This is an optimization exercise on Yosys and OpenROAD, whose aim is small area, not a production implementation.
No run shown here included a check of the RTL's function; only the layout flow was run.

==> flow/design.v, too long to show whole: its modules and the start of the top module <==
// module MULTI_32bit: 2029 lines
// module fa_cell: 6 lines
// module ha_cell: 6 lines
// module bsel: 7 lines
// module aoi22_cell: 5 lines
// module bsel1: 5 lines
// module bsel_pos: 5 lines
// module xnor_cell: 5 lines
// module xor_cell: 5 lines
// module or_cell: 5 lines
// module nor_cell: 5 lines
module MULTI_32bit(clk, rst, A, B, F);
  // ...
==> flow/run.sh <==
#!/bin/bash
# synth_recipe.tcl (not shown) runs the flow's synth.tcl, then flattens the netlist and writes it again
# the make line also repeats each setting of config.mk as NAME=value (left out here)
make -C /OpenROAD-flow-scripts/flow DESIGN_CONFIG=/design/flow/config.mk WORK_HOME=/design/flow/orfs CLKGATE_MAP_FILE= SYNTH_SCRIPT=/design/flow/synth_recipe.tcl finish
==> flow/config.mk <==
export PLATFORM = sky130hd
export DESIGN_NAME = MULTI_32bit
export DESIGN_NICKNAME = MULTI_32bit
export VERILOG_FILES = /design/flow/design.v
export SDC_FILE = /design/flow/constraint.sdc
export NUM_CORES = 4
export LEC_CHECK = 0
export CAP_MARGIN = 20
export CORE_MARGIN = 2
export CORE_UTILIZATION = 55
export CTS_BUF_LIST = sky130_fd_sc_hd__clkbuf_4
export SLEW_MARGIN = 20
export SYNTH_HIERARCHICAL = 1
export SYNTH_MINIMUM_KEEP_SIZE = 0
==> flow/constraint.sdc <==
create_clock -name core_clock -period 8.0 [get_ports {clk}]
set_input_delay 1.6000 -clock core_clock [delete_from_list [all_inputs] [get_ports {clk}]]
set_output_delay 1.6000 -clock core_clock [all_outputs]
set_load 0.01 [all_outputs]
==> implementation parameters, run 1 <==
Parameter                              Value

Status
  Outcome    finished clean

Final layout
  Clock tree buffer count of the final layout    17
  Biggest Area Class    multi-input gates
  Sequential share of cell area    between 10% and 20%
  Fraction of final layout cells sized beyond drive strength 1    23.5%
  Final cell utilization of the core    around 65%
  Number of combinational gates with multiple inputs    about 1500
  Reg with most FFs    r1p
  Number of inserted diodes    2
  Synthesis-to-layout area growth    15.7%

Floorplan
  Die height    186 um
  I/O Pins    98
  # rows    66

GRT
  GRT met1 Usage    between 40% and 50%
  Initial antenna violation count    2
  Global routing usage on met2    between 50% and 60%

Setup path
  Critical path, cell by cell    clkdlybuf4s50_1 > nand2b_1 > o21ai_2 > a22oi_2 > xor2_1 > fa_1 > fa_1 > fa_1 > fa_1 > fa_1 > xor2_1 > nand4_1 > nor2_1 > a2111oi_0 > o41ai_2 > a41o_1 > a31o_2 > a41oi_1 > a21oi_1 > ha_1 > nor2_1 > xnor2_1
  Library cell appearing most often on the critical path    sky130_fd_sc_hd__fa_1
  Cell count of the worst reg-to-reg path    12
  Worst path max stage delay    approximately 0.59 ns
  Crit-path leading delay family    adder cells
  Kind of capture point of the worst setup path    flop

Synth
  Largest family of logic cells by synthesized area    adder cells
  Commonest cells post-synth    sky130_fd_sc_hd__xor2_1 (316), sky130_fd_sc_hd__a22oi_2 (264), sky130_fd_sc_hd__fa_1 (221)
  Ranking of synthesized cells by area    sky130_fd_sc_hd__fa_1 (24%), sky130_fd_sc_hd__a22oi_2 (18%), sky130_fd_sc_hd__xor2_1 (15%)
  Synthesized instance count    ~1700
  Count of flip-flops with a built-in enable after synthesis    0
  Post-Synth Adder-Cell Area    approximately 29%
  Number of different library cells in the post-synthesis netlist    76
  Most instantiated library cell after synthesis    sky130_fd_sc_hd__xor2_1

STA
  Max-slew violation total from the final report    0
  Final cycle utilization of the critical path    a little over nine tenths
  Worst hold slack    0.334 ns

Job
  Maxcap violations    0

Clock network
  Clock Pin Slew Worst Setup and Hold Paths    ~0.1 ns
  Count of clock tree sinks    119

Placed design
  Worst slack after detailed placement    -0.317 ns
  Final RePlAce weighted congestion    around 0.90

Hold path
  Number of cells traversed by the worst hold path    0
==> inputs of run 2 (changes only) <==
==> flow/flow/run.sh (new file) <==
#!/bin/bash
# Own layout flow: the standard ORFS flow (standard.sh, unchanged synthesis) with
#  - port buffers of a small buffer cell instead of the default delay buffer,
#  - every combinational cell set to its smallest drive strength after floorplan,
#    so that the later repair steps only upsize what timing, slew and load need.
set -euo pipefail
W=$(pwd)
export POST_FLOORPLAN_TCL=$W/flow/downsize.tcl
if [[ -f $W/flow/port_buffer ]]; then
  export BUFFER_PORTS_ARGS="-buffer_cell $(cat $W/flow/port_buffer)"
fi
bash standard.sh > $W/standard_flow.log 2>&1
==> flow/flow/downsize.tcl (new file) <==
# Generated table: each combinational cell -> the smallest-area cell with the same footprint and function.
set downsize_map [dict create \
  sky130_fd_sc_hd__a2111o_2 sky130_fd_sc_hd__a2111o_1 \
  sky130_fd_sc_hd__a2111o_4 sky130_fd_sc_hd__a2111o_1 \
  sky130_fd_sc_hd__a2111oi_1 sky130_fd_sc_hd__a2111oi_0 \
  sky130_fd_sc_hd__a2111oi_2 sky130_fd_sc_hd__a2111oi_0 \
  sky130_fd_sc_hd__a2111oi_4 sky130_fd_sc_hd__a2111oi_0 \
  sky130_fd_sc_hd__a211o_2 sky130_fd_sc_hd__a211o_1 \
  sky130_fd_sc_hd__a211o_4 sky130_fd_sc_hd__a211o_1 \
  sky130_fd_sc_hd__a211oi_2 sky130_fd_sc_hd__a211oi_1 \
  sky130_fd_sc_hd__a211oi_4 sky130_fd_sc_hd__a211oi_1 \
  sky130_fd_sc_hd__a21bo_4 sky130_fd_sc_hd__a21bo_1 \
  sky130_fd_sc_hd__a21boi_2 sky130_fd_sc_hd__a21boi_0 \
  sky130_fd_sc_hd__a21boi_4 sky130_fd_sc_hd__a21boi_0 \
  sky130_fd_sc_hd__a21o_2 sky130_fd_sc_hd__a21o_1 \
  sky130_fd_sc_hd__a21o_4 sky130_fd_sc_hd__a21o_1 \
  sky130_fd_sc_hd__a21oi_2 sky130_fd_sc_hd__a21oi_1 \
  sky130_fd_sc_hd__a21oi_4 sky130_fd_sc_hd__a21oi_1 \
  sky130_fd_sc_hd__a221o_2 sky130_fd_sc_hd__a221o_1 \
  sky130_fd_sc_hd__a221o_4 sky130_fd_sc_hd__a221o_1 \
  sky130_fd_sc_hd__a221oi_2 sky130_fd_sc_hd__a221oi_1 \
  sky130_fd_sc_hd__a221oi_4 sky130_fd_sc_hd__a221oi_1 \
  sky130_fd_sc_hd__a22o_2 sky130_fd_sc_hd__a22o_1 \
  sky130_fd_sc_hd__a22o_4 sky130_fd_sc_hd__a22o_1 \
  sky130_fd_sc_hd__a22oi_2 sky130_fd_sc_hd__a22oi_1 \
  sky130_fd_sc_hd__a22oi_4 sky130_fd_sc_hd__a22oi_1 \
  sky130_fd_sc_hd__a2bb2o_2 sky130_fd_sc_hd__a2bb2o_1 \
  sky130_fd_sc_hd__a2bb2o_4 sky130_fd_sc_hd__a2bb2o_1 \
  sky130_fd_sc_hd__a2bb2oi_2 sky130_fd_sc_hd__a2bb2oi_1 \
  sky130_fd_sc_hd__a2bb2oi_4 sky130_fd_sc_hd__a2bb2oi_1 \
  sky130_fd_sc_hd__a311o_2 sky130_fd_sc_hd__a311o_1 \
  sky130_fd_sc_hd__a311o_4 sky130_fd_sc_hd__a311o_1 \
  sky130_fd_sc_hd__a311oi_2 sky130_fd_sc_hd__a311oi_1 \
  sky130_fd_sc_hd__a311oi_4 sky130_fd_sc_hd__a311oi_1 \
  sky130_fd_sc_hd__a31o_4 sky130_fd_sc_hd__a31o_1 \
  sky130_fd_sc_hd__a31oi_2 sky130_fd_sc_hd__a31oi_1 \
  sky130_fd_sc_hd__a31oi_4 sky130_fd_sc_hd__a31oi_1 \
  sky130_fd_sc_hd__a32o_2 sky130_fd_sc_hd__a32o_1 \
  sky130_fd_sc_hd__a32o_4 sky130_fd_sc_hd__a32o_1 \
  sky130_fd_sc_hd__a32oi_2 sky130_fd_sc_hd__a32oi_1 \
  sky130_fd_sc_hd__a32oi_4 sky130_fd_sc_hd__a32oi_1 \
  sky130_fd_sc_hd__a41o_2 sky130_fd_sc_hd__a41o_1 \
  sky130_fd_sc_hd__a41o_4 sky130_fd_sc_hd__a41o_1 \
  sky130_fd_sc_hd__a41oi_2 sky130_fd_sc_hd__a41oi_1 \
  sky130_fd_sc_hd__a41oi_4 sky130_fd_sc_hd__a41oi_1 \
  sky130_fd_sc_hd__and2_2 sky130_fd_sc_hd__and2_0 \
  sky130_fd_sc_hd__and2_4 sky130_fd_sc_hd__and2_0 \
  sky130_fd_sc_hd__and2b_2 sky130_fd_sc_hd__and2b_1 \
  sky130_fd_sc_hd__and2b_4 sky130_fd_sc_hd__and2b_1 \
  sky130_fd_sc_hd__and3_2 sky130_fd_sc_hd__and3_1 \
  sky130_fd_sc_hd__and3_4 sky130_fd_sc_hd__and3_1 \
  sky130_fd_sc_hd__and3b_2 sky130_fd_sc_hd__and3b_1 \
  sky130_fd_sc_hd__and3b_4 sky130_fd_sc_hd__and3b_1 \
  sky130_fd_sc_hd__and4_2 sky130_fd_sc_hd__and4_1 \
  sky130_fd_sc_hd__and4_4 sky130_fd_sc_hd__and4_1 \
  sky130_fd_sc_hd__and4b_2 sky130_fd_sc_hd__and4b_1 \
  sky130_fd_sc_hd__and4b_4 sky130_fd_sc_hd__and4b_1 \
  sky130_fd_sc_hd__and4bb_4 sky130_fd_sc_hd__and4bb_1 \
  sky130_fd_sc_hd__buf_12 sky130_fd_sc_hd__buf_1 \
  sky130_fd_sc_hd__buf_16 sky130_fd_sc_hd__buf_1 \
  sky130_fd_sc_hd__buf_2 sky130_fd_sc_hd__buf_1 \
  sky130_fd_sc_hd__buf_4 sky130_fd_sc_hd__buf_1 \
  sky130_fd_sc_hd__buf_6 sky130_fd_sc_hd__buf_1 \
  sky130_fd_sc_hd__buf_8 sky130_fd_sc_hd__buf_1 \
  sky130_fd_sc_hd__bufbuf_16 sky130_fd_sc_hd__buf_1 \
  sky130_fd_sc_hd__bufbuf_8 sky130_fd_sc_hd__buf_1 \
  sky130_fd_sc_hd__bufinv_16 sky130_fd_sc_hd__inv_1 \
  sky130_fd_sc_hd__bufinv_8 sky130_fd_sc_hd__inv_1 \
  sky130_fd_sc_hd__clkbuf_16 sky130_fd_sc_hd__clkbuf_1 \
  sky130_fd_sc_hd__clkbuf_2 sky130_fd_sc_hd__clkbuf_1 \
  sky130_fd_sc_hd__clkbuf_4 sky130_fd_sc_hd__clkbuf_1 \
  sky130_fd_sc_hd__clkbuf_8 sky130_fd_sc_hd__clkbuf_1 \
  sky130_fd_sc_hd__clkinv_16 sky130_fd_sc_hd__clkinv_1 \
  sky130_fd_sc_hd__clkinv_2 sky130_fd_sc_hd__clkinv_1 \
  sky130_fd_sc_hd__clkinv_4 sky130_fd_sc_hd__clkinv_1 \
  sky130_fd_sc_hd__clkinv_8 sky130_fd_sc_hd__clkinv_1 \
  sky130_fd_sc_hd__clkinvlp_2 sky130_fd_sc_hd__inv_1 \
  sky130_fd_sc_hd__clkinvlp_4 sky130_fd_sc_hd__inv_1 \
  sky130_fd_sc_hd__ebufn_2 sky130_fd_sc_hd__ebufn_1 \
  sky130_fd_sc_hd__ebufn_4 sky130_fd_sc_hd__ebufn_1 \
  sky130_fd_sc_hd__ebufn_8 sky130_fd_sc_hd__ebufn_1 \
  sky130_fd_sc_hd__einvn_1 sky130_fd_sc_hd__einvn_0 \
  sky130_fd_sc_hd__einvn_2 sky130_fd_sc_hd__einvn_0 \
  sky130_fd_sc_hd__einvn_4 sky130_fd_sc_hd__einvn_0 \
  sky130_fd_sc_hd__einvn_8 sky130_fd_sc_hd__einvn_0 \
  sky130_fd_sc_hd__einvp_2 sky130_fd_sc_hd__einvp_1 \
  sky130_fd_sc_hd__einvp_4 sky130_fd_sc_hd__einvp_1 \
  sky130_fd_sc_hd__einvp_8 sky130_fd_sc_hd__einvp_1 \
  sky130_fd_sc_hd__fa_2 sky130_fd_sc_hd__fa_1 \
  sky130_fd_sc_hd__fa_4 sky130_fd_sc_hd__fa_1 \
  sky130_fd_sc_hd__ha_2 sky130_fd_sc_hd__ha_1 \
  sky130_fd_sc_hd__ha_4 sky130_fd_sc_hd__ha_1 \
  sky130_fd_sc_hd__inv_12 sky130_fd_sc_hd__inv_1 \
  sky130_fd_sc_hd__inv_16 sky130_fd_sc_hd__inv_1 \
  sky130_fd_sc_hd__inv_4 sky130_fd_sc_hd__inv_1 \
  sky130_fd_sc_hd__inv_6 sky130_fd_sc_hd__inv_1 \
  sky130_fd_sc_hd__inv_8 sky130_fd_sc_hd__inv_1 \
  sky130_fd_sc_hd__maj3_2 sky130_fd_sc_hd__maj3_1 \
  sky130_fd_sc_hd__maj3_4 sky130_fd_sc_hd__maj3_1 \
  sky130_fd_sc_hd__mux2_4 sky130_fd_sc_hd__mux2_1 \
  sky130_fd_sc_hd__mux2_8 sky130_fd_sc_hd__mux2_1 \
  sky130_fd_sc_hd__mux2i_2 sky130_fd_sc_hd__mux2i_1 \
  sky130_fd_sc_hd__mux2i_4 sky130_fd_sc_hd__mux2i_1 \
  sky130_fd_sc_hd__mux4_1 sky130_fd_sc_hd__mux4_2 \
  sky130_fd_sc_hd__mux4_4 sky130_fd_sc_hd__mux4_2 \
  sky130_fd_sc_hd__nand2_2 sky130_fd_sc_hd__nand2_1 \
  sky130_fd_sc_hd__nand2_4 sky130_fd_sc_hd__nand2_1 \
  sky130_fd_sc_hd__nand2_8 sky130_fd_sc_hd__nand2_1 \
  sky130_fd_sc_hd__nand2b_2 sky130_fd_sc_hd__nand2b_1 \
  sky130_fd_sc_hd__nand2b_4 sky130_fd_sc_hd__nand2b_1 \
  sky130_fd_sc_hd__nand3_2 sky130_fd_sc_hd__nand3_1 \
  sky130_fd_sc_hd__nand3_4 sky130_fd_sc_hd__nand3_1 \
  sky130_fd_sc_hd__nand3b_2 sky130_fd_sc_hd__nand3b_1 \
  sky130_fd_sc_hd__nand3b_4 sky130_fd_sc_hd__nand3b_1 \
  sky130_fd_sc_hd__nand4_2 sky130_fd_sc_hd__nand4_1 \
  sky130_fd_sc_hd__nand4_4 sky130_fd_sc_hd__nand4_1 \
  sky130_fd_sc_hd__nand4b_2 sky130_fd_sc_hd__nand4b_1 \
  sky130_fd_sc_hd__nand4b_4 sky130_fd_sc_hd__nand4b_1 \
  sky130_fd_sc_hd__nand4bb_2 sky130_fd_sc_hd__nand4bb_1 \
  sky130_fd_sc_hd__nand4bb_4 sky130_fd_sc_hd__nand4bb_1 \
  sky130_fd_sc_hd__nor2_2 sky130_fd_sc_hd__nor2_1 \
  sky130_fd_sc_hd__nor2_4 sky130_fd_sc_hd__nor2_1 \
  sky130_fd_sc_hd__nor2_8 sky130_fd_sc_hd__nor2_1 \
  sky130_fd_sc_hd__nor2b_2 sky130_fd_sc_hd__nor2b_1 \
  sky130_fd_sc_hd__nor2b_4 sky130_fd_sc_hd__nor2b_1 \
  sky130_fd_sc_hd__nor3_2 sky130_fd_sc_hd__nor3_1 \
  sky130_fd_sc_hd__nor3_4 sky130_fd_sc_hd__nor3_1 \
  sky130_fd_sc_hd__nor3b_2 sky130_fd_sc_hd__nor3b_1 \
  sky130_fd_sc_hd__nor3b_4 sky130_fd_sc_hd__nor3b_1 \
  sky130_fd_sc_hd__nor4_2 sky130_fd_sc_hd__nor4_1 \
  sky130_fd_sc_hd__nor4_4 sky130_fd_sc_hd__nor4_1 \
  sky130_fd_sc_hd__nor4b_2 sky130_fd_sc_hd__nor4b_1 \
  sky130_fd_sc_hd__nor4b_4 sky130_fd_sc_hd__nor4b_1 \
  sky130_fd_sc_hd__nor4bb_2 sky130_fd_sc_hd__nor4bb_1 \
  sky130_fd_sc_hd__nor4bb_4 sky130_fd_sc_hd__nor4bb_1 \
  sky130_fd_sc_hd__o2111a_2 sky130_fd_sc_hd__o2111a_1 \
  sky130_fd_sc_hd__o2111a_4 sky130_fd_sc_hd__o2111a_1 \
  sky130_fd_sc_hd__o2111ai_2 sky130_fd_sc_hd__o2111ai_1 \
  sky130_fd_sc_hd__o2111ai_4 sky130_fd_sc_hd__o2111ai_1 \
  sky130_fd_sc_hd__o211a_4 sky130_fd_sc_hd__o211a_1 \
  sky130_fd_sc_hd__o211ai_2 sky130_fd_sc_hd__o211ai_1 \
  sky130_fd_sc_hd__o211ai_4 sky130_fd_sc_hd__o211ai_1 \
  sky130_fd_sc_hd__o21a_2 sky130_fd_sc_hd__o21a_1 \
  sky130_fd_sc_hd__o21a_4 sky130_fd_sc_hd__o21a_1 \
  sky130_fd_sc_hd__o21ai_2 sky130_fd_sc_hd__o21ai_0 \
  sky130_fd_sc_hd__o21ai_4 sky130_fd_sc_hd__o21ai_0 \
  sky130_fd_sc_hd__o21ba_4 sky130_fd_sc_hd__o21ba_1 \
  sky130_fd_sc_hd__o21bai_2 sky130_fd_sc_hd__o21bai_1 \
  sky130_fd_sc_hd__o21bai_4 sky130_fd_sc_hd__o21bai_1 \
  sky130_fd_sc_hd__o221a_4 sky130_fd_sc_hd__o221a_1 \
  sky130_fd_sc_hd__o221ai_2 sky130_fd_sc_hd__o221ai_1 \
  sky130_fd_sc_hd__o221ai_4 sky130_fd_sc_hd__o221ai_1 \
  sky130_fd_sc_hd__o22a_2 sky130_fd_sc_hd__o22a_1 \
  sky130_fd_sc_hd__o22a_4 sky130_fd_sc_hd__o22a_1 \
  sky130_fd_sc_hd__o22ai_2 sky130_fd_sc_hd__o22ai_1 \
  sky130_fd_sc_hd__o22ai_4 sky130_fd_sc_hd__o22ai_1 \
  sky130_fd_sc_hd__o2bb2a_2 sky130_fd_sc_hd__o2bb2a_1 \
  sky130_fd_sc_hd__o2bb2a_4 sky130_fd_sc_hd__o2bb2a_1 \
  sky130_fd_sc_hd__o2bb2ai_2 sky130_fd_sc_hd__o2bb2ai_1 \
  sky130_fd_sc_hd__o2bb2ai_4 sky130_fd_sc_hd__o2bb2ai_1 \
  sky130_fd_sc_hd__o311a_2 sky130_fd_sc_hd__o311a_1 \
  sky130_fd_sc_hd__o311a_4 sky130_fd_sc_hd__o311a_1 \
  sky130_fd_sc_hd__o311ai_2 sky130_fd_sc_hd__o311ai_0 \
  sky130_fd_sc_hd__o311ai_4 sky130_fd_sc_hd__o311ai_0 \
  sky130_fd_sc_hd__o31a_2 sky130_fd_sc_hd__o31a_1 \
  sky130_fd_sc_hd__o31a_4 sky130_fd_sc_hd__o31a_1 \
  sky130_fd_sc_hd__o31ai_2 sky130_fd_sc_hd__o31ai_1 \
  sky130_fd_sc_hd__o31ai_4 sky130_fd_sc_hd__o31ai_1 \
  sky130_fd_sc_hd__o32a_2 sky130_fd_sc_hd__o32a_1 \
  sky130_fd_sc_hd__o32a_4 sky130_fd_sc_hd__o32a_1 \
  sky130_fd_sc_hd__o32ai_2 sky130_fd_sc_hd__o32ai_1 \
  sky130_fd_sc_hd__o32ai_4 sky130_fd_sc_hd__o32ai_1 \
  sky130_fd_sc_hd__o41a_2 sky130_fd_sc_hd__o41a_1 \
  sky130_fd_sc_hd__o41a_4 sky130_fd_sc_hd__o41a_1 \
  sky130_fd_sc_hd__o41ai_2 sky130_fd_sc_hd__o41ai_1 \
  sky130_fd_sc_hd__o41ai_4 sky130_fd_sc_hd__o41ai_1 \
  sky130_fd_sc_hd__or2_4 sky130_fd_sc_hd__or2_0 \
  sky130_fd_sc_hd__or2b_2 sky130_fd_sc_hd__or2b_1 \
  sky130_fd_sc_hd__or2b_4 sky130_fd_sc_hd__or2b_1 \
  sky130_fd_sc_hd__or3_2 sky130_fd_sc_hd__or3_1 \
  sky130_fd_sc_hd__or3_4 sky130_fd_sc_hd__or3_1 \
  sky130_fd_sc_hd__or3b_4 sky130_fd_sc_hd__or3b_1 \
  sky130_fd_sc_hd__or4_2 sky130_fd_sc_hd__or4_1 \
  sky130_fd_sc_hd__or4_4 sky130_fd_sc_hd__or4_1 \
  sky130_fd_sc_hd__or4b_4 sky130_fd_sc_hd__or4b_1 \
  sky130_fd_sc_hd__or4bb_2 sky130_fd_sc_hd__or4bb_1 \
  sky130_fd_sc_hd__or4bb_4 sky130_fd_sc_hd__or4bb_1 \
  sky130_fd_sc_hd__xnor2_2 sky130_fd_sc_hd__xnor2_1 \
  sky130_fd_sc_hd__xnor2_4 sky130_fd_sc_hd__xnor2_1 \
  sky130_fd_sc_hd__xnor3_2 sky130_fd_sc_hd__xnor3_1 \
  sky130_fd_sc_hd__xnor3_4 sky130_fd_sc_hd__xnor3_1 \
  sky130_fd_sc_hd__xor2_2 sky130_fd_sc_hd__xor2_1 \
  sky130_fd_sc_hd__xor2_4 sky130_fd_sc_hd__xor2_1 \
  sky130_fd_sc_hd__xor3_2 sky130_fd_sc_hd__xor3_1 \
  sky130_fd_sc_hd__xor3_4 sky130_fd_sc_hd__xor3_1 \
]
set n_down 0
set area_before 0.0
foreach inst [[ord::get_db_block] getInsts] {
  set m [[$inst getMaster] getName]
  if {[dict exists $downsize_map $m]} {
    replace_cell [$inst getName] [dict get $downsize_map $m]
    incr n_down
  }
}
puts "downsize.tcl: set $n_down instances to their smallest cell"
==> flow/standard.sh (new file) <==
#!/bin/bash
# synth_recipe.tcl (not shown) runs the flow's synth.tcl, then flattens the netlist and writes it again
# the make line also repeats each setting of config.mk as NAME=value (left out here)
make -C /OpenROAD-flow-scripts/flow DESIGN_CONFIG=/design/flow/config.mk WORK_HOME=/design/flow/orfs CLKGATE_MAP_FILE= SYNTH_SCRIPT=/design/flow/synth_recipe.tcl "${@:-finish}"
removed: flow/run.sh
==> implementation parameters, run 2 <==
Parameter                              Value

Final layout
  Largest register FFs    46 (unchanged)
  Fraction of final layout cells sized beyond drive strength 1    8.50% (was 23.5%)
  Leading cell type in the layout, fill and taps excluded    sky130_fd_sc_hd__xor2_1 (unchanged)
  Reg with most FFs    r1p (unchanged)
  Number of nets in the layout    2266 (was 2271)
  Synthesis-to-layout area growth    7.67% (was 15.7%)
  Final std cell area, no fill    0.0196 mm^2 (was 0.0211 mm^2)
  Largest registers in the final layout    r1p: 46 flops, F: 32 flops, r2: 32 flops (unchanged)
  Highest-count cells in the layout ignoring fill and taps    sky130_fd_sc_hd__xor2_1 (316), sky130_fd_sc_hd__a22oi_1 (272), sky130_fd_sc_hd__fa_1 (221) (was sky130_fd_sc_hd__xor2_1 (316), sky130_fd_sc_hd__a22oi_2 (264), sky130_fd_sc_hd__fa_1 (221))
  Count of non-filler cells in the finished layout    2372 (was 2378)
  Filler cells    2851 (was 2727)

Clock network
  Clock Pin Slew Worst Setup and Hold Paths    0.12 ns (was 0.10 ns)
  Number of buffers inserted during clock tree synthesis    17 (unchanged)
  Total number of H-tree levels    4 (unchanged)
  Clock tree from TritonCTS    built (unchanged)
  Setup fix buffers added after clock tree synthesis    0 (unchanged)
  Count of clock tree sinks    119 (unchanged)
  Library cell used as clock root buffer    sky130_fd_sc_hd__clkbuf_4 (unchanged)
  Quantity of gates resized following cts    0 (unchanged)
  Worst-Skew Late Latency    0.52 ns (was 0.53 ns)
  # hold bufs at CTS    0 (unchanged)
  Largest buffer count on any clock path    2 (unchanged)

STA
  RSZ-0062 raised after global routing    no (unchanged)
  Count of endpoints failing setup in the final report    0 (unchanged)
  Final cycle utilization of the critical path    96.0% (was 96.8%)
  Max-slew violation total from the final report    0 (unchanged)
  Worst slew margin relative to its limit    26.0% (was 32.4%)
  Worst-case clock skew    0.0227 ns (was 0.0151 ns)
  Max Freq    0.130 GHz (was 0.129 GHz)
  Post-layout worst setup margin    0.319 ns (was 0.256 ns)
  Final total negative setup slack    0 ns (unchanged)
  Period minus WS final    7.68 ns (was 7.74 ns)
  Slew at the pin closest to its max-slew limit    1.10 ns (was 1.01 ns)
  Endpoints failing hold    0 (unchanged)

Setup path
  Kind of capture point of the worst setup path    flop (unchanged)
  Worst R2R Start    r1p[45] (unchanged)
  Cell count of the worst reg-to-reg path    12 (unchanged)
  Worst-path maximum fanout    6 (unchanged)
  CP Data Arrival Time    8.09 ns (was 8.19 ns)
  Library cell contributing the largest single delay on the critical path    sky130_fd_sc_hd__o41ai_1 (was sky130_fd_sc_hd__clkdlybuf4s50_1)
  Launching instance or port of the critical path    B[3] (unchanged)
  Worst path max stage delay    0.97 ns (was 0.59 ns)
  Element type at the critical path start    primary input (unchanged)
  Endpoint of the lowest-slack register-to-register path    r2[30] (unchanged)
  Critical path, cell by cell    clkdlybuf4s50_1 > nand3b_1 > o21ai_1 > buf_4 > a22oi_1 > xor2_1 > fa_1 > fa_1 > fa_1 > fa_1 > fa_1 > xor2_1 > nand4_1 > o41ai_1 > a41o_1 > a31o_2 > a41oi_1 > a21oi_1 > ha_1 > nor2_1 > xnor2_1 (was clkdlybuf4s50_1 > nand2b_1 > o21ai_2 > a22oi_2 > xor2_1 > fa_1 > fa_1 > fa_1 > fa_1 > fa_1 > xor2_1 > nand4_1 > nor2_1 > a2111oi_0 > o41ai_2 > a41o_1 > a31o_2 > a41oi_1 > a21oi_1 > ha_1 > nor2_1 > xnor2_1)
  Classification of the worst setup path    primary input to flop (unchanged)
  Data required time of the critical path    8.41 ns (was 8.45 ns)
  Library cell appearing most often on the critical path    sky130_fd_sc_hd__fa_1 (unchanged)
  Critical path capture point    r1p[45] (unchanged)
  R2R setup slack    3.85 ns (was 3.72 ns)

Status
  Outcome    finished clean (unchanged)

Floorplan
  Starting utilization of the core area    55.9% (unchanged)
  Core Area    0.0326 mm^2 (unchanged)
  I/O Pins    98 (unchanged)
  Die Area    0.0346 mm^2 (unchanged)
  # rows    66 (unchanged)
  Die height    186 um (unchanged)
  Die Width    186 um (unchanged)

GRT
  Wire length of the first global-routing pass    83000 um (was 84400 um)
  Initial antenna violation count    1 (was 2)
  Overall track demand over capacity in global routing    31.0% (was 31.7%)
  Number of global-route vias before repair    14900 (was 15000)
  Overflow left after global routing    0 (unchanged)
  Largest net degree at the start of global routing    62 (unchanged)

Routing
  Detailed-route vias per instance    6.16 (was 6.19)
  Detailed-route wire length    52200 um (was 53100 um)
  Detailed-router iteration count before antenna repair    7 (was 5)
  Residual DRC    0 (unchanged)
  Antenna viol nets, final    0 (unchanged)
  Total number of vias    14600 (was 14700)
  DRT iter0 DRCs    1484 (was 1198)
  Drt wl/cell    22.0 um (was 22.3 um)

Synth
  Flops & latches, synth    119 (unchanged)
  Count of flip-flops with a built-in enable after synthesis    0 (unchanged)
  Most instantiated library cell after synthesis    sky130_fd_sc_hd__xor2_1 (unchanged)
  Synthesized instance count    1728 (unchanged)
  Ys Warns    7 (unchanged)
  Synthesized cell area    0.0182 mm^2 (unchanged)
  Post-synthesis simple-gate area fraction    8.05% (unchanged)
  Area fraction of the dominant cell type after synthesis    24.3% (unchanged)
  Commonest cells post-synth    sky130_fd_sc_hd__xor2_1 (316), sky130_fd_sc_hd__a22oi_2 (264), sky130_fd_sc_hd__fa_1 (221) (unchanged)
  Top_reg_cell synth    sky130_fd_sc_hd__dfxtp_1 (unchanged)
  Number of different library cells in the post-synthesis netlist    76 (unchanged)
  Multiplexer share of the synthesized area    3.20% (unchanged)
  Ranking of synthesized cells by area    sky130_fd_sc_hd__fa_1 (24%), sky130_fd_sc_hd__a22oi_2 (18%), sky130_fd_sc_hd__xor2_1 (15%) (unchanged)
  Post-synth ARST share    0% (unchanged)
  Largest family of logic cells by synthesized area    adder cells (unchanged)
  Compound-Gate Fraction of Synth Area    27.0% (unchanged)
  Average footprint of a synthesized cell    10.6 um^2 (unchanged)
  Post-Synth Adder-Cell Area    28.6% (unchanged)
  Cell type with the largest total area after synthesis    sky130_fd_sc_hd__fa_1 (unchanged)
  Sequential-to-total area share from yosys stat    13.1% (unchanged)
  Syn nets    2078 (unchanged)
  Parity-gate share of the synthesized area counting xor and xnor cells    18.1% (unchanged)

Placed design
  Worst slack after detailed placement    -0.130 ns (was -0.317 ns)
  Number of I/O port buffers    96 (unchanged)
  Dpl hpwl    38100 um (was 39700 um)
  Number of placed instances, taps included    2339 (was 2344)
  Final RePlAce weighted congestion    0.909 (was 0.905)
  Post-DP Area    0.0193 mm^2 (was 0.0208 mm^2)

Hold path
  Path type of the worst min-delay path    flop to flop (unchanged)

Job
  Maxcap violations    0 (unchanged)
-- run 2: worst min-delay path by stage --
stage | to | slack, ns | from | cells past startpoint
3_3_place_gp | F[12] | 0.31 | r2[12] | 0
3_5_place_dp | F[11] | 0.31 | r2[11] | 0
2_1_floorplan | F[0] | 0.31 | r2[0] | 0
6_report | F[19] | 0.32 | r2[19] | 0
5_1_grt | F[10] | 0.34 | r2[10] | 0
4_1_cts | F[25] | 0.34 | r2[25] | 0
-- run 2: cells by family after synthesis --
family	Yosys count
mux	56
flops	119
simple gates	305
buf+inv	86
fa+ha+maj	284
xor+xnor	376
compound gates	502
-- run 2: per-layer routing --
layer	routed length, um	track usage, %	vias up
met4	1230	9.70	0
met5	0	0	-
met3	4390	5.83	96
met2	24400	50.2	735
li1	-	-	6629
met1	22200	42.0	7159
-- run 2: layout make-up --
| cell class | instances | area, um^2 | share of cell area, % |
|---|---|---|---|
| Antenna cell | 1 | 2.50 | 0.0127 |
| Timing Repair Buffer | 202 | 2080 | 10.6 |
| Multi-Input combinational cell | 1523 | 14100 | 71.9 |
| Tap cell | 442 | 553 | 2.82 |
| Sequential cell | 119 | 2380 | 12.1 |
| Inverter | 53 | 199 | 1.01 |
| Clock buffer | 18 | 135 | 0.688 |
| Clock inverter | 14 | 173 | 0.879 |
-- run 2: stage by stage --
step	hold slack [ns]	util (%)
after floorplan	0.310	-
after global placement	0.310	59.3
after detailed placement	0.312	59.3
after CTS	0.336	60.2
after global routing	0.336	60.2
final	0.322	60.2
-- run 2: modules after synthesis, one instance, submodules excluded, a selection --
| module | copies in the design | flops+latches | cell area, um^2 | cells |
|---|---|---|---|---|
| or_cell | 31 | 0 | 6.26 | 1 |
| bsel1 | 22 | 0 | 12.5 | 2 |
| ha_cell | 11 | 0 | 12.5 | 1 |
| fa_cell | 219 | 0 | 20.0 | 1 |
| xnor_cell | 31 | 0 | 8.76 | 1 |
| xor_cell | 287 | 0 | 8.76 | 1 |
| aoi22_cell | 242 | 0 | 12.5 | 1 |
| bsel_pos | 22 | 0 | 12.5 | 1 |
| nor_cell | 44 | 0 | 3.75 | 1 |
| MULTI_32bit | 1 | 119 | 7000 | 797 |
-- run 2: critical path, delay by kind of cell --
kind / cells / cell delay, ns
xor gates and xnor gates: 3 / 0.67
and+or+nand+nor: 3 / 0.35
adders and majority gates: 6 / 2.58
AOI/OAI and AO/OA: 7 / 2.16
buffers and inverters: 2 / 0.76
==> inputs of run 3 (changes only) <==
==> flow/flow/port_buffer (new file) <==
sky130_fd_sc_hd__buf_1
==> implementation parameters, run 3 <==
Parameter                              Value

Setup path
  Worst path max stage delay    0.54 ns (was 0.97 ns)
  Element type at the critical path start    primary input (unchanged)
  Classification of the worst setup path    primary input to flop (unchanged)
  CP Data Arrival Time    7.98 ns (was 8.09 ns)
  Critical path, cell by cell    clkbuf_2 > ha_1 > nand2b_1 > inv_1 > xor2_1 > fa_1 > fa_1 > fa_1 > fa_1 > fa_1 > xor2_1 > nand4_1 > nor2_1 > a2111oi_0 > o41ai_1 > buf_4 > a41o_1 > a211oi_1 > nor2_1 > a221o_1 > ha_1 > nor2_1 > xnor2_1 (was clkdlybuf4s50_1 > nand3b_1 > o21ai_1 > buf_4 > a22oi_1 > xor2_1 > fa_1 > fa_1 > fa_1 > fa_1 > fa_1 > xor2_1 > nand4_1 > o41ai_1 > a41o_1 > a31o_2 > a41oi_1 > a21oi_1 > ha_1 > nor2_1 > xnor2_1)
  Kind of capture point of the worst setup path    flop (unchanged)
  Crit-path leading delay family    adder cells (unchanged)
  Crit path buffers/inverters    3 (was 2)
  Library cell appearing most often on the critical path    sky130_fd_sc_hd__fa_1 (unchanged)
  Data required time of the critical path    8.46 ns (was 8.41 ns)
  Library cell contributing the largest single delay on the critical path    sky130_fd_sc_hd__fa_1 (was sky130_fd_sc_hd__o41ai_1)
  Worst-path maximum fanout    10 (was 6)

Routing
  Detailed-route vias per instance    6.16 (about the same)
  Detailed-route wire length    51600 um (was 52200 um)
  Drt wl/cell    21.9 um (was 22.0 um)
  Residual DRC    0 (unchanged)
  Antenna viol nets, final    0 (unchanged)
  Detailed-router iteration count before antenna repair    6 (was 7)
  Total number of vias    14600 (about the same)
  DRT iter0 DRCs    1370 (was 1484)

Synth
  Number of different library cells in the post-synthesis netlist    76 (unchanged)
  Area fraction of the dominant cell type after synthesis    24.3% (unchanged)
  Ranking of synthesized cells by area    sky130_fd_sc_hd__fa_1 (24%), sky130_fd_sc_hd__a22oi_2 (18%), sky130_fd_sc_hd__xor2_1 (15%) (unchanged)
  Post-Synth Adder-Cell Area    28.6% (unchanged)
  Count of flip-flops with a built-in enable after synthesis    0 (unchanged)
  Multiplexer share of the synthesized area    3.20% (unchanged)
  Synthesized instance count    1728 (unchanged)
  Average footprint of a synthesized cell    10.6 um^2 (unchanged)
  Commonest cells post-synth    sky130_fd_sc_hd__xor2_1 (316), sky130_fd_sc_hd__a22oi_2 (264), sky130_fd_sc_hd__fa_1 (221) (unchanged)
  Post-synthesis simple-gate area fraction    8.05% (unchanged)
  Top_reg_cell synth    sky130_fd_sc_hd__dfxtp_1 (unchanged)
  Sequential-to-total area share from yosys stat    13.1% (unchanged)
  Cell type with the largest total area after synthesis    sky130_fd_sc_hd__fa_1 (unchanged)
  Parity-gate share of the synthesized area counting xor and xnor cells    18.1% (unchanged)
  Most instantiated library cell after synthesis    sky130_fd_sc_hd__xor2_1 (unchanged)
  Post-synth ARST share    0% (unchanged)
  Synthesized cell area    0.0182 mm^2 (unchanged)
  Flops & latches, synth    119 (unchanged)
  Compound-Gate Fraction of Synth Area    27.0% (unchanged)
  Largest family of logic cells by synthesized area    adder cells (unchanged)
  Ys Warns    7 (unchanged)
  Syn nets    2078 (unchanged)

STA
  Period minus WS final    7.52 ns (was 7.68 ns)
  RSZ-0062 raised after global routing    no (unchanged)
  Max-slew violation total from the final report    0 (unchanged)
  Post-layout worst setup margin    0.483 ns (was 0.319 ns)
  Final cycle utilization of the critical path    94.0% (was 96.0%)
  Worst-case clock skew    0.0195 ns (was 0.0227 ns)
  Endpoints failing hold    0 (unchanged)
  Worst slew margin relative to its limit    37.2% (was 26.0%)
  Max Freq    0.133 GHz (was 0.130 GHz)
  Final total negative setup slack    0 ns (unchanged)
  Worst hold slack    0.324 ns (was 0.322 ns)
  Count of endpoints failing setup in the final report    0 (unchanged)
  Slew at the pin closest to its max-slew limit    0.943 ns (was 1.10 ns)

Final layout
  Largest registers in the final layout    r1p: 46 flops, F: 32 flops, r2: 32 flops (unchanged)
  Leading cell type in the layout, fill and taps excluded    sky130_fd_sc_hd__xor2_1 (unchanged)
  Fraction of final layout cells sized beyond drive strength 1    8.03% (was 8.50%)
  Filler cells    2958 (was 2851)
  Synthesis-to-layout area growth    2.78% (was 7.67%)
  Largest register FFs    46 (unchanged)
  Final std cell area, no fill    0.0187 mm^2 (was 0.0196 mm^2)
  Count of non-filler cells in the finished layout    2362 (was 2372)
  Number of nets in the layout    2255 (was 2266)
  Reg with most FFs    r1p (unchanged)
  Final cell utilization of the core    57.5% (was 60.2%)
  Highest-count cells in the layout ignoring fill and taps    sky130_fd_sc_hd__xor2_1 (316), sky130_fd_sc_hd__a22oi_1 (272), sky130_fd_sc_hd__fa_1 (221) (unchanged)

Clock network
  Worst-Skew Late Latency    0.53 ns (was 0.52 ns)
  Number of buffers inserted during clock tree synthesis    17 (unchanged)
  Count of clock tree sinks    119 (unchanged)
  # hold bufs at CTS    0 (unchanged)
  Quantity of gates resized following cts    0 (unchanged)
  Clock tree from TritonCTS    built (unchanged)
  Clock Pin Slew Worst Setup and Hold Paths    0.12 ns (about the same)
  Total number of H-tree levels    4 (unchanged)
  Setup fix buffers added after clock tree synthesis    0 (unchanged)
  Library cell used as clock root buffer    sky130_fd_sc_hd__clkbuf_4 (unchanged)
  Largest buffer count on any clock path    2 (unchanged)

Job
  Maxcap violations    0 (unchanged)

Floorplan
  Die height    186 um (unchanged)
  Core Area    0.0326 mm^2 (unchanged)
  Starting utilization of the core area    55.9% (unchanged)
  # rows    66 (unchanged)
  Die Width    186 um (unchanged)
  I/O Pins    98 (unchanged)
  Die Area    0.0346 mm^2 (unchanged)

Placed design
  Number of I/O port buffers    96 (unchanged)
  Number of placed instances, taps included    2328 (was 2339)
  Worst slack after detailed placement    0.0650 ns (was -0.130 ns)
  Dpl hpwl    38100 um (about the same)
  Final RePlAce weighted congestion    0.899 (was 0.909)
  Post-DP Area    0.0185 mm^2 (was 0.0193 mm^2)

GRT
  Number of global-route vias before repair    14900 (about the same)
  Initial antenna violation count    2 (was 1)
  Wire length of the first global-routing pass    82800 um (was 83000 um)
  Overflow left after global routing    0 (unchanged)
  Overall track demand over capacity in global routing    30.9% (was 31.0%)
  Largest net degree at the start of global routing    62 (unchanged)

Hold path
  Path type of the worst min-delay path    flop to flop (unchanged)

Status
  Outcome    finished clean (unchanged)
==> run 3: cell counts after synthesis <==
No cell type changed its count.
==> run 3: worst paths after layout <==
kind                start       to  slack (ns)  depth (start not counted)
hold reg to reg    r2[23]    F[23]        0.32                          0
hold / removal     r2[23]    F[23]        0.32                          0
setup / recovery     B[1]  r1p[37]        0.48                         23
setup reg to reg  r1p[45]   r2[30]        3.80                         12
==> run 3: cell type report <==
type / count / area (um^2) / area share, %
clock inverters: 15 / 145 / 0.774
well taps: 442 / 553 / 2.95
inverters: 53 / 199 / 1.06
clock buffers: 17 / 128 / 0.681
repair buffers: 191 / 1210 / 6.47
flip-flops and latches: 119 / 2380 / 12.7
diodes: 2 / 5.00 / 0.0267
multi-input cells: 1523 / 14100 / 75.3
==> run 3: cells by family after synthesis <==
| family | count (synthesis) |
|---|---|
| fa+ha+maj | 284 |
| mux | 56 |
| xor+xnor | 376 |
| buf+inv | 86 |
| compound gates | 502 |
| flops | 119 |
| simple gates | 305 |
==> run 3: layer usage <==
layer / wire [um] / track usage (%) / vias to the layer above
met5: 0 / 0 / -
li1: - / - / 6596
met1: 22000 / 42.1 / 7131
met4: 1140 / 8.94 / 0
met3: 4690 / 5.24 / 82
met2: 23800 / 50.6 / 750
==> run 3: per-module statistics from Yosys, one instance, submodules excluded, excerpt <==
module,times used,cells
MULTI_32bit,1,797
fa_cell,219,1
aoi22_cell,242,1
bsel1,22,2
bsel_pos,22,1
ha_cell,11,1
xnor_cell,31,1
xor_cell,287,1
or_cell,31,1
nor_cell,44,1

afterwards: timing with drivers on the ports:
The results above use ideal ports. As a check the final layouts listed here were re-extracted and re-timed, cells and wires unchanged.
Step 1 sets driving cells, clkbuf_16 on the clock port and buf_2 on the other inputs (assumed; they add their load-dependent delay and slew).
Step 2, shift: input delay + t, output delay - t, t = (earliest + latest rising clock arrival at the registers) / 2. This alone moves slack from input paths to output paths.
Slacks: no drivers / after step 1 / after step 2; pairs: no drivers / after step 1.
run	t, ns	setup slack, ns	pins driven straight from the clock port
run 1	0.564	0.256 / 0.273 / -0.290	1
run 2	0.546	0.319 / 0.336 / -0.210	1
run 3	0.563	0.483 / 0.500 / -0.063	1
With both steps, setup timing fails in every run listed, where it was met with ideal ports.
